From an optimization exercise on the open Yosys and OpenROAD flow, aimed at small area; shortcuts taken in it are not production practice. In this exercise RTL edits were held to simulation tests only and were not proved equivalent to the original. No activity file was given, so power comes from the tool's default toggle rates.

**design.v**
```verilog
module pipeline(
    clock,
    reset,
    imem_addr,
    imem_rdata,
    dmem_addr,
    dmem_wdata,
    dmem_we,
    dmem_re,
    dmem_rdata,
    program_done
);
    input wire clock;
    input wire reset;
    output wire[31:0] imem_addr;
    input wire[31:0]  imem_rdata;
    output wire[31:0] dmem_addr;
    output wire[31:0] dmem_wdata;
    output wire       dmem_we;
    output wire       dmem_re;
    input wire[31:0]  dmem_rdata;
    output reg program_done;
    reg [31:0] fa;           
    reg        first;        
    reg        insn_valid;   
    reg [31:0] si;           
    reg        zap;          
    reg        stall;
    reg        sp;           
    reg        c_we, c_rtype, c_itype, c_jtype, c_memwe, c_memrd, c_link;
    reg [4:0]  rd_d;
    reg [31:0] regs [0:31];
    reg [31:0] rs_q, rt_q;
    reg [31:0] out;
    reg        taken;
    reg        jr_x;
    reg [31:0] rtd_x;
    reg        x_we, x_memwe, x_memrd, x_link;
    reg [4:0]  rd_x;
    reg [31:0] wb_data;
    reg        wb_we;
    reg [4:0]  wb_rd;
    assign imem_addr  = fa;
    assign dmem_addr  = out;
    assign dmem_wdata = rtd_x;
    assign dmem_we    = x_memwe;
    assign dmem_re    = x_memrd;
    wire [31:0] insn = stall ? si : imem_rdata;
    wire [5:0]  op = insn[31:26];
    wire [4:0]  rs = insn[25:21];
    wire [4:0]  rt = insn[20:16];
    wire [4:0]  rd = insn[15:11];
    wire [5:0]  fn = insn[5:0];
    wire rs_wb = wb_we && rs == wb_rd;
    wire rt_wb = wb_we && rt == wb_rd;
    wire [31:0] a = rs_wb ? wb_data : rs_q;
    wire [31:0] b = rt_wb ? wb_data : rt_q;
    wire hz_rs = (c_we && !stall && rs == rd_d) || (x_we && rs == rd_x) || rs_wb;
    wire hz_rt = (c_we && !stall && rt == rd_d) || (x_we && rt == rd_x) || rt_wb;
    wire op_r     = op == 6'b000000;
    wire op_addiu = op == 6'b001001;
    wire op_slti  = op == 6'b001010;
    wire op_lw    = op == 6'b100011;
    wire op_sw    = op == 6'b101011;
    wire op_lui   = op == 6'b001111;
    wire op_ori   = op == 6'b001101;
    wire op_j     = op == 6'b000010;
    wire op_jal   = op == 6'b000011;
    wire op_beq   = op == 6'b000100;
    wire op_bne   = op == 6'b000101;
    wire op_bgtz  = op == 6'b000111;
    wire op_blez  = op == 6'b000110;
    wire op_rimm  = op == 6'b000001;
    wire dv = insn_valid && insn != 32'h0000_0000;
    wire d_itype = op_addiu | op_slti | op_lw | op_sw | op_lui | op_ori;
    wire d_jtype = op_j | op_jal | op_beq | op_bne | op_bgtz | op_blez | op_rimm;
    wire d_we = (op_r & fn != 6'b001000) | op_addiu | op_slti | op_lw | op_lui | op_ori | op_jal;
    wire stall_next = ((op_r | op_beq | op_bne | op_sw) & (hz_rs | hz_rt)) |
                      ((op_addiu | op_slti | op_lui | op_ori) & hz_rt) |
                      ((op_lw | op_bgtz | op_blez | op_rimm) & hz_rs);
    wire kill_d = taken | stall_next;
    wire [4:0] rd_next = (dv & d_itype) ? rt : (dv & op_jal) ? 5'd31 : rd;
    always @(posedge clock) begin
        si    <= insn;
        sp    <= stall;
        rd_d  <= rd_next;
        if (reset) begin
            zap <= 1'b1;
            stall <= 1'b0;
            c_we <= 1'b0;
            c_rtype <= 1'b0;
            c_itype <= 1'b0;
            c_jtype <= 1'b0;
            c_memwe <= 1'b0;
            c_memrd <= 1'b0;
            c_link <= 1'b0;
        end else begin
            zap <= kill_d;
            stall <= stall_next;
            c_we <= dv & d_we & ~kill_d;
            c_rtype <= dv & op_r;
            c_itype <= dv & d_itype;
            c_jtype <= dv & d_jtype;
            c_memwe <= dv & op_sw;
            c_memrd <= dv & op_lw;
            c_link <= dv & (op_ori | op_jal);
        end
    end
    function [31:0] init_val;
        input [4:0] r;
        init_val = (r == 5'd29) ? 32'h8002_2000 : {27'b0, r};
    endfunction
    genvar gi;
    generate
        for (gi = 0; gi < 32; gi = gi + 1) begin : rf
            wire [31:0] wd = reset ? init_val(gi) : wb_data;
            always @(posedge clock) begin
                if (reset || (wb_we && wb_rd == gi))
                    regs[gi] <= wd;
            end
        end
    endgenerate
    wire [31:0] dec_rs = 32'b1 << rs;
    wire [31:0] dec_rt = 32'b1 << rt;
    wire [31:0] rd_rs, rd_rt;
    genvar bk, rk;
    generate
        for (bk = 0; bk < 32; bk = bk + 1) begin : rdm
            wire [31:0] col;
            for (rk = 0; rk < 32; rk = rk + 1) begin : c
                assign col[rk] = regs[rk][bk];
            end
            wire [10:0] ts_n, tt_n;
            for (rk = 0; rk < 10; rk = rk + 1) begin : g
                rf_aoi3 ms (.s0(dec_rs[3*rk]), .d0(col[3*rk]), .s1(dec_rs[3*rk+1]), .d1(col[3*rk+1]),
                            .s2(dec_rs[3*rk+2]), .d2(col[3*rk+2]), .q_n(ts_n[rk]));
                rf_aoi3 mt (.s0(dec_rt[3*rk]), .d0(col[3*rk]), .s1(dec_rt[3*rk+1]), .d1(col[3*rk+1]),
                            .s2(dec_rt[3*rk+2]), .d2(col[3*rk+2]), .q_n(tt_n[rk]));
            end
            assign ts_n[10] = ~((dec_rs[30] & col[30]) | (dec_rs[31] & col[31]));
            assign tt_n[10] = ~((dec_rt[30] & col[30]) | (dec_rt[31] & col[31]));
            assign rd_rs[bk] = ~&ts_n;
            assign rd_rt[bk] = ~&tt_n;
        end
    endgenerate
    always @(posedge clock) begin
        rs_q <= rd_rs;
        rt_q <= rd_rt;
    end
    wire kill_x = taken | zap;               
    wire [5:0]  xop = kill_x ? 6'b0 : si[31:26];
    wire [5:0]  xfn = kill_x ? 6'b0 : si[5:0];
    wire [4:0]  xsa = kill_x ? 5'b0 : si[10:6];
    wire [4:0]  xrt = si[20:16];
    wire [15:0] imm = si[15:0];
    wire x_addiu = xop == 6'b001001;
    wire x_slti  = xop == 6'b001010;
    wire x_lwsw  = xop == 6'b100011 || xop == 6'b101011;
    wire x_lui   = xop == 6'b001111;
    wire x_ori   = xop == 6'b001101;
    wire x_j     = xop == 6'b000010 || xop == 6'b000011;
    wire x_jal   = xop == 6'b000011;
    wire x_beq   = xop == 6'b000100;
    wire x_bne   = xop == 6'b000101;
    wire x_bgtz  = xop == 6'b000111;
    wire x_blez  = xop == 6'b000110;
    wire x_bgez  = xop == 6'b000001 && xrt == 5'b00001;
    wire f_add  = xfn == 6'b100000 || xfn == 6'b100001;
    wire f_sub  = xfn == 6'b100010 || xfn == 6'b100011;
    wire f_slt  = xfn == 6'b101010;
    wire f_sltu = xfn == 6'b101011;
    wire f_sll  = xfn == 6'b000000;
    wire f_srl  = xfn == 6'b000010 || xfn == 6'b000011;
    wire f_and  = xfn == 6'b100100;
    wire f_or   = xfn == 6'b100101;
    wire f_xor  = xfn == 6'b100110;
    wire f_nor  = xfn == 6'b100111;
    wire f_jr   = xfn == 6'b001000;
    wire [31:0] simm = {{16{imm[15]}}, imm};
    wire use_pc = c_jtype | x_jal;
    wire [16:0] boff = {imm[15], imm} - {16'b0, ~sp};
    wire sub = c_rtype ? (f_sub | f_slt | f_sltu) : (c_itype & x_slti);
    reg [31:0] yop;
    always @(*) begin
        if (c_rtype)
            yop = b;
        else if (c_itype)
            yop = x_lwsw ? {16'b0, imm} : simm;
        else if (x_jal)
            yop = sp ? 32'd8 : 32'd4;
        else
            yop = {{13{boff[16]}}, boff, 2'b00};
    end
    wire [31:0] xop_a = use_pc ? fa : a;
    wire [32:0] sum = add33(xop_a, sub ? ~yop : yop, sub);
    wire lt_s = (a[31] ^ yop[31]) ? a[31] : sum[31];
    wire lt_u = ~sum[32];
    function [32:0] add33;
        input [31:0] x;
        input [31:0] y;
        input        ci;
        reg [31:0] p, g, pp, gg;
        reg [32:0] c;
        integer i, l;
        begin
            p = x ^ y;
            g = x & y;
            gg = g;
            pp = p;
            gg[0] = g[0] | (p[0] & ci);
            for (l = 0; l < 5; l = l + 1)
                for (i = (2 << l) - 1; i < 32; i = i + (2 << l)) begin
                    gg[i] = gg[i] | (pp[i] & gg[i - (1 << l)]);
                    pp[i] = pp[i] & pp[i - (1 << l)];
                end
            for (l = 3; l >= 0; l = l - 1)
                for (i = (3 << l) - 1; i < 32; i = i + (2 << l)) begin
                    gg[i] = gg[i] | (pp[i] & gg[i - (1 << l)]);
                    pp[i] = pp[i] & pp[i - (1 << l)];
                end
            c[0] = ci;
            for (i = 0; i < 32; i = i + 1)
                c[i + 1] = gg[i];
            add33 = {c[32], p ^ c[31:0]};
        end
    endfunction
    function [31:0] rev32;
        input [31:0] v;
        integer k;
        for (k = 0; k < 32; k = k + 1) rev32[k] = v[31-k];
    endfunction
    wire [31:0] sh_r;
    shift_right SHIFTER (.left (f_sll), .sa (xsa), .d (b), .q (sh_r));
    wire [31:0] axb = a ^ b;
    wire a_eq_b = axb == 32'h0;
    wire a_zero = a == 32'h0;
    wire [5:0]  jtop = fa[31:26] + {5'b0, sp & (&fa[25:2])};
    wire [31:0] jtarget = {jtop, 26'b0} | {si[25:0], 2'b00};
    wire br_go  = (x_beq & a_eq_b) | (x_bne & ~a_eq_b) | (x_bgtz & ~a_zero) | x_bgez;
    wire s_sum  = (c_rtype & (f_add | f_sub)) | (c_itype & (x_addiu | x_lwsw)) |
                  (c_jtype & (br_go | (x_blez & a_zero)));
    wire s_lts  = (c_rtype & f_slt) | (c_itype & x_slti);
    wire s_ltu  = c_rtype & f_sltu;
    wire s_sll  = c_rtype & f_sll;
    wire s_srl  = c_rtype & f_srl;
    wire s_and  = c_rtype & f_and;
    wire s_or   = c_rtype & f_or;
    wire s_xor  = c_rtype & f_xor;
    wire s_nor  = c_rtype & f_nor;
    wire s_a    = c_rtype & f_jr;
    wire s_lui  = c_itype & x_lui;
    wire s_ori  = c_itype & x_ori;
    wire s_jt   = c_jtype & x_j;
    wire s_zero = ~c_rtype & ~c_itype & ~c_jtype;
    wire s_hold = ~(s_sum | s_lts | s_ltu | s_sll | s_srl | s_and | s_or | s_xor | s_nor |
                    s_a | s_lui | s_ori | s_jt | s_zero);
    wire [31:0] a_or_b = a | b;
    wire [31:0] out_next =
        ({32{s_sum}} & sum[31:0]) |
        {31'b0, (s_lts & lt_s) | (s_ltu & lt_u)} |
        ({32{s_sll}} & rev32(sh_r)) |
        ({32{s_srl}} & sh_r) |
        ({32{s_and}} & (a & b)) |
        ({32{s_or}}  & a_or_b) |
        ({32{s_xor}} & axb) |
        ({32{s_nor}} & ~a_or_b) |
        ({32{s_a}}   & a) |
        ({32{s_lui}} & {imm, 16'b0}) |
        ({32{s_ori}} & (a | {16'b0, imm})) |
        ({32{s_jt}}  & jtarget) |
        ({32{s_hold}} & out);
    wire taken_next = (c_rtype & f_jr) | (c_jtype & (x_j | br_go));
    always @(posedge clock) begin
        out <= out_next;
        rtd_x <= x_jal ? sum[31:0] : b;
        rd_x <= rd_d;
        if (reset) begin
            taken <= 1'b0;
            jr_x <= 1'b0;
            x_we <= 1'b0;
            x_memwe <= 1'b0;
            x_memrd <= 1'b0;
            x_link <= 1'b0;
        end else begin
            taken <= taken_next;
            jr_x <= f_jr;
            x_we <= c_we & ~kill_x;
            x_memwe <= c_memwe & ~kill_x;
            x_memrd <= c_memrd & ~kill_x;
            x_link <= c_link & ~kill_x;
        end
    end
    always @(posedge clock) begin
        wb_data <= x_memrd ? dmem_rdata : (x_link ? rtd_x : out);
        wb_rd <= rd_x;
        if (reset)
            wb_we <= 1'b0;
        else
            wb_we <= x_we;
    end
    always @(posedge clock) begin
        first <= reset;
        if (reset) begin
            fa <= 32'h0;
            insn_valid <= 1'b0;
            program_done <= 1'b0;
        end else begin
            if (!stall)
                fa <= taken ? out : first ? 32'h8002_0000 : fa + 32'd4;
            insn_valid <= fa >= 32'h8002_0000;
            if (jr_x && out == 32'd31)
                program_done <= 1'b1;
        end
    end
endmodule
module rf_aoi3 (
    input  wire s0, d0, s1, d1, s2, d2,
    output wire q_n
);
    assign q_n = ~((s0 & d0) | (s1 & d1) | (s2 & d2));
endmodule
module shift_right (
    input  wire        left,
    input  wire [4:0]  sa,
    input  wire [31:0] d,
    output wire [31:0] q
);
    wire [31:0] din;
    wire [3:0] sd0 = 4'b1 << sa[1:0];
    wire [3:0] sd1 = 4'b1 << sa[3:2];
    wire [31:0] sh_1, sh_2;
    genvar k;
    generate
        for (k = 0; k < 32; k = k + 1) begin : st
            assign din[k] = left ? d[31 - k] : d[k];
            if (k + 3 < 32) begin : f1
                wire t_n;
                rf_aoi3 u0 (.s0(sd0[0]), .d0(din[k]), .s1(sd0[1]), .d1(din[k + 1]),
                            .s2(sd0[2]), .d2(din[k + 2]), .q_n(t_n));
                assign sh_1[k] = ~(t_n & ~(sd0[3] & din[k + 3]));
            end else if (k + 2 < 32) begin : p1a
                assign sh_1[k] = (sd0[0] & din[k]) | (sd0[1] & din[k + 1]) | (sd0[2] & din[k + 2]);
            end else if (k + 1 < 32) begin : p1b
                assign sh_1[k] = (sd0[0] & din[k]) | (sd0[1] & din[k + 1]);
            end else begin : p1c
                assign sh_1[k] = sd0[0] & din[k];
            end
            if (k + 12 < 32) begin : f2
                wire t_n;
                rf_aoi3 u0 (.s0(sd1[0]), .d0(sh_1[k]), .s1(sd1[1]), .d1(sh_1[k + 4]),
                            .s2(sd1[2]), .d2(sh_1[k + 8]), .q_n(t_n));
                assign sh_2[k] = ~(t_n & ~(sd1[3] & sh_1[k + 12]));
            end else if (k + 8 < 32) begin : p2a
                assign sh_2[k] = (sd1[0] & sh_1[k]) | (sd1[1] & sh_1[k + 4]) | (sd1[2] & sh_1[k + 8]);
            end else if (k + 4 < 32) begin : p2b
                assign sh_2[k] = (sd1[0] & sh_1[k]) | (sd1[1] & sh_1[k + 4]);
            end else begin : p2c
                assign sh_2[k] = sd1[0] & sh_1[k];
            end
        end
    endgenerate
    assign q = sa[4] ? {16'b0, sh_2[31:16]} : sh_2;
endmodule
```
**flow/run.sh**
```bash
#!/bin/bash
# Own layout flow: the standard synthesis (standard.sh synth), then
# the standard layout (standard.sh finish) with these changes:
#  - clock tree synthesis adds no dummy loads and builds the tree from
#    clkbuf_4 cells driving up to 9 flip-flops each;
#  - the port buffers are buf_1 cells;
#  - after synthesis the resizer may not use logic cells or buffers of
#    drive strength 4 or more (flow/dont_use.txt: the platform's don't-use
#    list plus those), so it buffers high fanout nets with small cells.
# Each call's full output goes to its own log file in the work folder;
# ORFS keeps its per-step logs under orfs/logs.
set -euo pipefail
bash standard.sh synth > log_1_synth.txt 2>&1
bash standard.sh \
  "CTS_ARGS=-sink_clustering_enable -repair_clock_nets -dont_use_dummy_load -buf_list sky130_fd_sc_hd__clkbuf_4 -sink_clustering_size 9 -sink_clustering_max_diameter 50" \
  "BUFFER_PORTS_ARGS=-buffer_cell sky130_fd_sc_hd__buf_1" \
  "DONT_USE_CELLS=$(cat flow/dont_use.txt)" \
  finish > log_2_layout.txt 2>&1
```
**flow/dont_use.txt**
```
sky130_fd_sc_hd__probe_p_8 sky130_fd_sc_hd__probec_p_8 sky130_fd_sc_hd__lpflow_bleeder_1 sky130_fd_sc_hd__lpflow_clkbufkapwr_1 sky130_fd_sc_hd__lpflow_clkbufkapwr_16 sky130_fd_sc_hd__lpflow_clkbufkapwr_2 sky130_fd_sc_hd__lpflow_clkbufkapwr_4 sky130_fd_sc_hd__lpflow_clkbufkapwr_8 sky130_fd_sc_hd__lpflow_clkinvkapwr_1 sky130_fd_sc_hd__lpflow_clkinvkapwr_16 sky130_fd_sc_hd__lpflow_clkinvkapwr_2 sky130_fd_sc_hd__lpflow_clkinvkapwr_4 sky130_fd_sc_hd__lpflow_clkinvkapwr_8 sky130_fd_sc_hd__lpflow_decapkapwr_12 sky130_fd_sc_hd__lpflow_decapkapwr_3 sky130_fd_sc_hd__lpflow_decapkapwr_4 sky130_fd_sc_hd__lpflow_decapkapwr_6 sky130_fd_sc_hd__lpflow_decapkapwr_8 sky130_fd_sc_hd__lpflow_inputiso0n_1 sky130_fd_sc_hd__lpflow_inputiso0p_1 sky130_fd_sc_hd__lpflow_inputiso1n_1 sky130_fd_sc_hd__lpflow_inputiso1p_1 sky130_fd_sc_hd__lpflow_inputisolatch_1 sky130_fd_sc_hd__lpflow_isobufsrc_1 sky130_fd_sc_hd__lpflow_isobufsrc_16 sky130_fd_sc_hd__lpflow_isobufsrc_2 sky130_fd_sc_hd__lpflow_isobufsrc_4 sky130_fd_sc_hd__lpflow_isobufsrc_8 sky130_fd_sc_hd__lpflow_isobufsrckapwr_16 sky130_fd_sc_hd__lpflow_lsbuf_lh_hl_isowell_tap_1 sky130_fd_sc_hd__lpflow_lsbuf_lh_hl_isowell_tap_2 sky130_fd_sc_hd__lpflow_lsbuf_lh_hl_isowell_tap_4 sky130_fd_sc_hd__lpflow_lsbuf_lh_isowell_4 sky130_fd_sc_hd__lpflow_lsbuf_lh_isowell_tap_1 sky130_fd_sc_hd__lpflow_lsbuf_lh_isowell_tap_2 sky130_fd_sc_hd__lpflow_lsbuf_lh_isowell_tap_4 sky130_fd_sc_hd__a2111o_4 sky130_fd_sc_hd__a2111oi_4 sky130_fd_sc_hd__a211o_4 sky130_fd_sc_hd__a211oi_4 sky130_fd_sc_hd__a21bo_4 sky130_fd_sc_hd__a21boi_4 sky130_fd_sc_hd__a21o_4 sky130_fd_sc_hd__a21oi_4 sky130_fd_sc_hd__a221o_4 sky130_fd_sc_hd__a221oi_4 sky130_fd_sc_hd__a22o_4 sky130_fd_sc_hd__a22oi_4 sky130_fd_sc_hd__a2bb2o_4 sky130_fd_sc_hd__a2bb2oi_4 sky130_fd_sc_hd__a311o_4 sky130_fd_sc_hd__a311oi_4 sky130_fd_sc_hd__a31o_4 sky130_fd_sc_hd__a31oi_4 sky130_fd_sc_hd__a32o_4 sky130_fd_sc_hd__a32oi_4 sky130_fd_sc_hd__a41o_4 sky130_fd_sc_hd__a41oi_4 sky130_fd_sc_hd__and2_4 sky130_fd_sc_hd__and2b_4 sky130_fd_sc_hd__and3_4 sky130_fd_sc_hd__and3b_4 sky130_fd_sc_hd__and4_4 sky130_fd_sc_hd__and4b_4 sky130_fd_sc_hd__and4bb_4 sky130_fd_sc_hd__buf_12 sky130_fd_sc_hd__buf_16 sky130_fd_sc_hd__buf_4 sky130_fd_sc_hd__buf_6 sky130_fd_sc_hd__buf_8 sky130_fd_sc_hd__bufbuf_16 sky130_fd_sc_hd__bufbuf_8 sky130_fd_sc_hd__bufinv_16 sky130_fd_sc_hd__bufinv_8 sky130_fd_sc_hd__fa_4 sky130_fd_sc_hd__ha_4 sky130_fd_sc_hd__inv_12 sky130_fd_sc_hd__inv_16 sky130_fd_sc_hd__inv_4 sky130_fd_sc_hd__inv_6 sky130_fd_sc_hd__inv_8 sky130_fd_sc_hd__maj3_4 sky130_fd_sc_hd__mux2_4 sky130_fd_sc_hd__mux2_8 sky130_fd_sc_hd__mux2i_4 sky130_fd_sc_hd__mux4_4 sky130_fd_sc_hd__nand2_4 sky130_fd_sc_hd__nand2_8 sky130_fd_sc_hd__nand2b_4 sky130_fd_sc_hd__nand3_4 sky130_fd_sc_hd__nand3b_4 sky130_fd_sc_hd__nand4_4 sky130_fd_sc_hd__nand4b_4 sky130_fd_sc_hd__nand4bb_4 sky130_fd_sc_hd__nor2_4 sky130_fd_sc_hd__nor2_8 sky130_fd_sc_hd__nor2b_4 sky130_fd_sc_hd__nor3_4 sky130_fd_sc_hd__nor3b_4 sky130_fd_sc_hd__nor4_4 sky130_fd_sc_hd__nor4b_4 sky130_fd_sc_hd__nor4bb_4 sky130_fd_sc_hd__o2111a_4 sky130_fd_sc_hd__o2111ai_4 sky130_fd_sc_hd__o211a_4 sky130_fd_sc_hd__o211ai_4 sky130_fd_sc_hd__o21a_4 sky130_fd_sc_hd__o21ai_4 sky130_fd_sc_hd__o21ba_4 sky130_fd_sc_hd__o21bai_4 sky130_fd_sc_hd__o221a_4 sky130_fd_sc_hd__o221ai_4 sky130_fd_sc_hd__o22a_4 sky130_fd_sc_hd__o22ai_4 sky130_fd_sc_hd__o2bb2a_4 sky130_fd_sc_hd__o2bb2ai_4 sky130_fd_sc_hd__o311a_4 sky130_fd_sc_hd__o311ai_4 sky130_fd_sc_hd__o31a_4 sky130_fd_sc_hd__o31ai_4 sky130_fd_sc_hd__o32a_4 sky130_fd_sc_hd__o32ai_4 sky130_fd_sc_hd__o41a_4 sky130_fd_sc_hd__o41ai_4 sky130_fd_sc_hd__or2_4 sky130_fd_sc_hd__or2b_4 sky130_fd_sc_hd__or3_4 sky130_fd_sc_hd__or3b_4 sky130_fd_sc_hd__or4_4 sky130_fd_sc_hd__or4b_4 sky130_fd_sc_hd__or4bb_4 sky130_fd_sc_hd__xnor2_4 sky130_fd_sc_hd__xnor3_4 sky130_fd_sc_hd__xor2_4 sky130_fd_sc_hd__xor3_4
```
**standard.sh**
```bash
#!/bin/bash
# synth_recipe.tcl (not shown) runs the flow's synth.tcl, then flattens the netlist and writes it again
# the make line also repeats each setting of config.mk as NAME=value (left out here)
make -C /OpenROAD-flow-scripts/flow DESIGN_CONFIG=/design/flow/config.mk WORK_HOME=/design/flow/orfs CLKGATE_MAP_FILE= SYNTH_SCRIPT=/design/flow/synth_recipe.tcl "${@:-finish}"
```
**config.mk**
```make
export PLATFORM = sky130hd
export DESIGN_NAME = pipeline
export DESIGN_NICKNAME = pipeline
export VERILOG_FILES = /design/flow/design.v
export SDC_FILE = /design/flow/constraint.sdc
export NUM_CORES = 4
export LEC_CHECK = 0
export CAP_MARGIN = 10
export CORE_MARGIN = 2
export CORE_UTILIZATION = 45
export PLACE_DENSITY = 0.6
export SLEW_MARGIN = 10
export SYNTH_HIERARCHICAL = 1
```
**constraint.sdc**
```tcl
create_clock -name core_clock -period 10.0 [get_ports {clock}]
set_input_delay 2.0000 -clock core_clock [delete_from_list [all_inputs] [get_ports {clock}]]
set_output_delay 2.0000 -clock core_clock [all_outputs]
set_load 0.01 [all_outputs]
```
==> flow_summary.toml <==
[outcome]
status = "complete, no violations"

[cells_and_area]
regArea_um2 = 35900
fin_nets = 5020
drive_above_1_share_pct = 11.3
fin_util_pct = 48.8
synthToLayoutAreaGrowth_pct = 7.98
fillers = 11500
multi_input_area_um2 = 21600

[global_routing]
grt-ovfl-total = 0
grt_max_degree = 52
grt_pass1_wl_mm = 354
track_usage_pct = 38.1
antenna_found_initial = 23
grt_pass1_vias = 45700

[timing]
timing.final.crit_share_pct = 76.5
rsz0062_at_grt = "false"
max_freq_ghz = 0.131
period_minus_slack_ps = 7650
slew_headroom_pct = 7.44
hold_viol_final = 0
drv_slew = 0
fin_hold_ws_ps = 405
worstMarginPinSlew_ps = 1380
finalWorstSetupSlack_ps = 2350
final.setup.tns_ps = 0
setup_violations = 0
worst_clock_skew_ps = 136

[worst_setup_path]
startpoint_type = "input port"
worst-r2r-setup-slack_ps = 2440
cpMaxStageDelayCell = "fa_1"
rr_worst_depth = 20
rr_startpoint = "taken"
critical_path.max_fanout = 15
cp-end-kind = "flop"
criticalPathCategory = "in2reg"
path_cells = "buf_1, mux2i_2, xnor2_1, nor4_4, nand2_2, mux2i_2, mux2i_1, xor2_1, fa_1, a211oi_1, or3_1, nand3_1, a31o_2, a211oi_1, a21oi_1, a21boi_0, o21ai_0, fa_1, xnor2_1, maj3_1, o21ai_0, or3_1"
required_ps = 11090
reg2reg_to = "out[0]"
worstPathBufferInverterCount = 1
slowest_delay_ps = 520
cp.arrival_ps = 8740
path_delay_family = "compound AO/OA/AOI/OAI gates"

[pwr]
irDropWorstVdd_uv = 129
leakage_nw = 22.2
power.total_mw = 10.1
power.density_nw_per_um2 = 160

[drt]
drt_iter0_markers = 10900
ant_nets = 0
first_pass_iters = 11
wl_per_cell_um = 39.3
drc_errors = 0
via_per_inst = 7.39
vias = 48800
wl_mm = 259

[die]
start_util_pct = 45.2
core-area_um2 = 129000
ioPinCount = 165
row_count = 132
chipHeight_um = 365
dieArea_um2 = 133000
die_w_um = 365

[clock_network]
cts_max_level = 4
hold_buffers = 0
cts_root_buf = "clkbuf_4"
post_cts_buffers = 0
path_clk_slew_ps = 100
cts_resized = 0
cts_sinks = 1283
cts_tree = "built"
numCtsBuffers = 171
clk_latency_ps = 1280
cts.path.max_buffers = 3

[synth]
netlist_area_um2 = 58500
avgSynthCellArea_um2 = 13.1
synth_commonest_cells = "edfxtp_1 (1024), a222oi_1 (721), nand2_1 (347), nor2_1 (263), dfxtp_1 (259)"
synth_edf_count = 1024
async_reset_ff_share_pct = 0
synth_top_cell_by_area = "edfxtp_1"
synth-main-ff-cell = "edfxtp_1"
ys_types = 87
yosysWarningCount = 8
ys_ff_latch = 1283
netlist_top_cells_area = "edfxtp_1 (53%), a222oi_1 (12%), dfxtp_1 (8.9%), nand2_1 (2.2%), ha_1 (2.1%)"
synth_top_area_share_pct = 52.6
synth_most_common_cell = "edfxtp_1"
synthCells = 4457
yosysSeqAreaShare_pct = 61.4
synthesis.nets = 4639

[placed_design]
dpl.hpwl_mm = 179
io_buffers = 164
gp_congestion = 1.03
dp_slack_ps = 1240

[hold_path]
hold_path_end = "wb_rd[2]"
hp-start = "rd_x[2]"
hold-path-cell-count = 0
hold_path.class = "reg2reg"

[job]
maxCapViolCount = 0
==> cell type report <==
cell class / instances / share of cell area (%)
multi-input combinational: 2854 / 34.2
antenna: 15 / 0.0594
tap: 1742 / 3.45
timing repair buffer: 383 / 2.50
inverter: 145 / 0.862
clock buffer: 171 / 2.03
sequential: 1283 / 56.9
==> metrics by stage <==
| stage | cell area [um^2] | instances |
|---|---|---|
| 3_3_place_gp | 61800 | 6406 |
| 4_1_cts | 63100 | 6577 |
| 2_1_floorplan | 58500 | 4457 |
| 5_1_grt | 63100 | 6587 |
| 6_report | 63100 | 6593 |
| 3_5_place_dp | 61800 | 6406 |
==> per-module statistics from Yosys (local to each module, per instance) <==
module | area [um^2] | flops+latches | cells inside | times used
shift_right | 1470 | 0 | 210 | 1
pipeline | 50100 | 1283 | 3558 | 1
rf_aoi3 | 10.0 | 0 | 1 | 689
==> registers in the layout, indices dropped and copies added, names as in the netlist, 5 cells and up <==
register	count
fa	32
out	32
rd_d	5
rd_x	5
regs	1024
rs_q	32
rt_q	32
rtd_x	32
si	32
wb_data	32
wb_rd	5
==> placed cells by master (no fill, tap or decap), types with 12 or more instances in the layout <==
cell	count
nand2_1	347
inv_1	142
a22oi_1	33
nor3_1	47
edfxtp_1	1024
nand4_1	172
a211oi_1	17
buf_2	101
nor2_1	198
a222oi_1	721
nor4_1	47
a21o_2	12
a21oi_1	202
o21bai_2	16
nor2b_1	22
nand2b_1	35
fa_1	16
nor2b_2	31
mux2i_1	96
nor2_2	66
buf_1	280
o211ai_1	30
dfxtp_1	255
mux2_2	58
and2_1	17
ha_1	100
a221oi_1	19
mux2i_2	13
a2111oi_0	57
o2111ai_1	13
clkbuf_4	172
diode_2	15
or2_2	20
a22o_1	15
xor2_1	50
xnor2_1	52
nand3_1	75
a21o_1	12
o21ai_0	79
==> how the worst max path moves through the flow <==
stage	startpoint	to	slack, ps	cells past startpoint
2_1_floorplan	imem_rdata[16]	out[0]	2720	23
3_3_place_gp	imem_rdata[19]	out[0]	1330	22
3_5_place_dp	imem_rdata[16]	out[0]	1240	22
4_1_cts	imem_rdata[16]	out[0]	2470	23
5_1_grt	imem_rdata[19]	out[0]	1920	23
6_report	imem_rdata[19]	out[0]	2350	22
==> metal layers <==
metal | vias up | wire, um | global-route usage [%]
li1 | 19800 | - | -
met1 | 24100 | 87700 | 45.2
met2 | 3990 | 116000 | 59.5
met3 | 858 | 30400 | 8.86
met4 | 18 | 24700 | 30.4
met5 | - | 163 | 0
==> kinds of logic (layout without fill, tap and decap cells) <==
| kind of cell | after synthesis | after routing | synth area share [%] |
|---|---|---|---|
| AO/OA/AOI/OAI | 1321 | 1321 | 19.2 |
| XOR/XNOR | 102 | 102 | 1.53 |
| adder cells (fa/ha/maj) | 117 | 117 | 2.70 |
| buffers and inverters | 320 | 699 | 2.24 |
| flip-flops | 1283 | 1283 | 61.4 |
| multiplexers | 177 | 177 | 3.35 |
| other | 0 | 15 | 0 |
| AND/OR/NAND/NOR | 1137 | 1137 | 9.54 |
==> power breakdown <==
group,switching (mW),internal [mW]
clock,1.74,0.781
combinational,0.967,0.381
sequential,0.232,5.97
total,2.94,7.13

separate check: timing with driven ports:
Ports are ideal in the flow. The routed layout listed here was re-timed in OpenROAD.
Step 1 assumes that a clkbuf_16 drives the clock port and a buf_2 every other input.
Step 2 times the ports against the registers' clock, not the clock port: input delays grow and output delays shrink by t, the midpoint of the rising clock arrivals with the driver on.
a / b / c = ideal / step 1 / step 2; a / b = the first two.
shift t [ns]: 1.262
setup WS [ns]: 2.348 / 2.391 / 1.129
cell pins on the clock port's net: 1
After both steps this run still meets setup and hold. For this run, drivers alone change the setup slack by +0.043 ns; drivers and shift together by -1.219 ns.
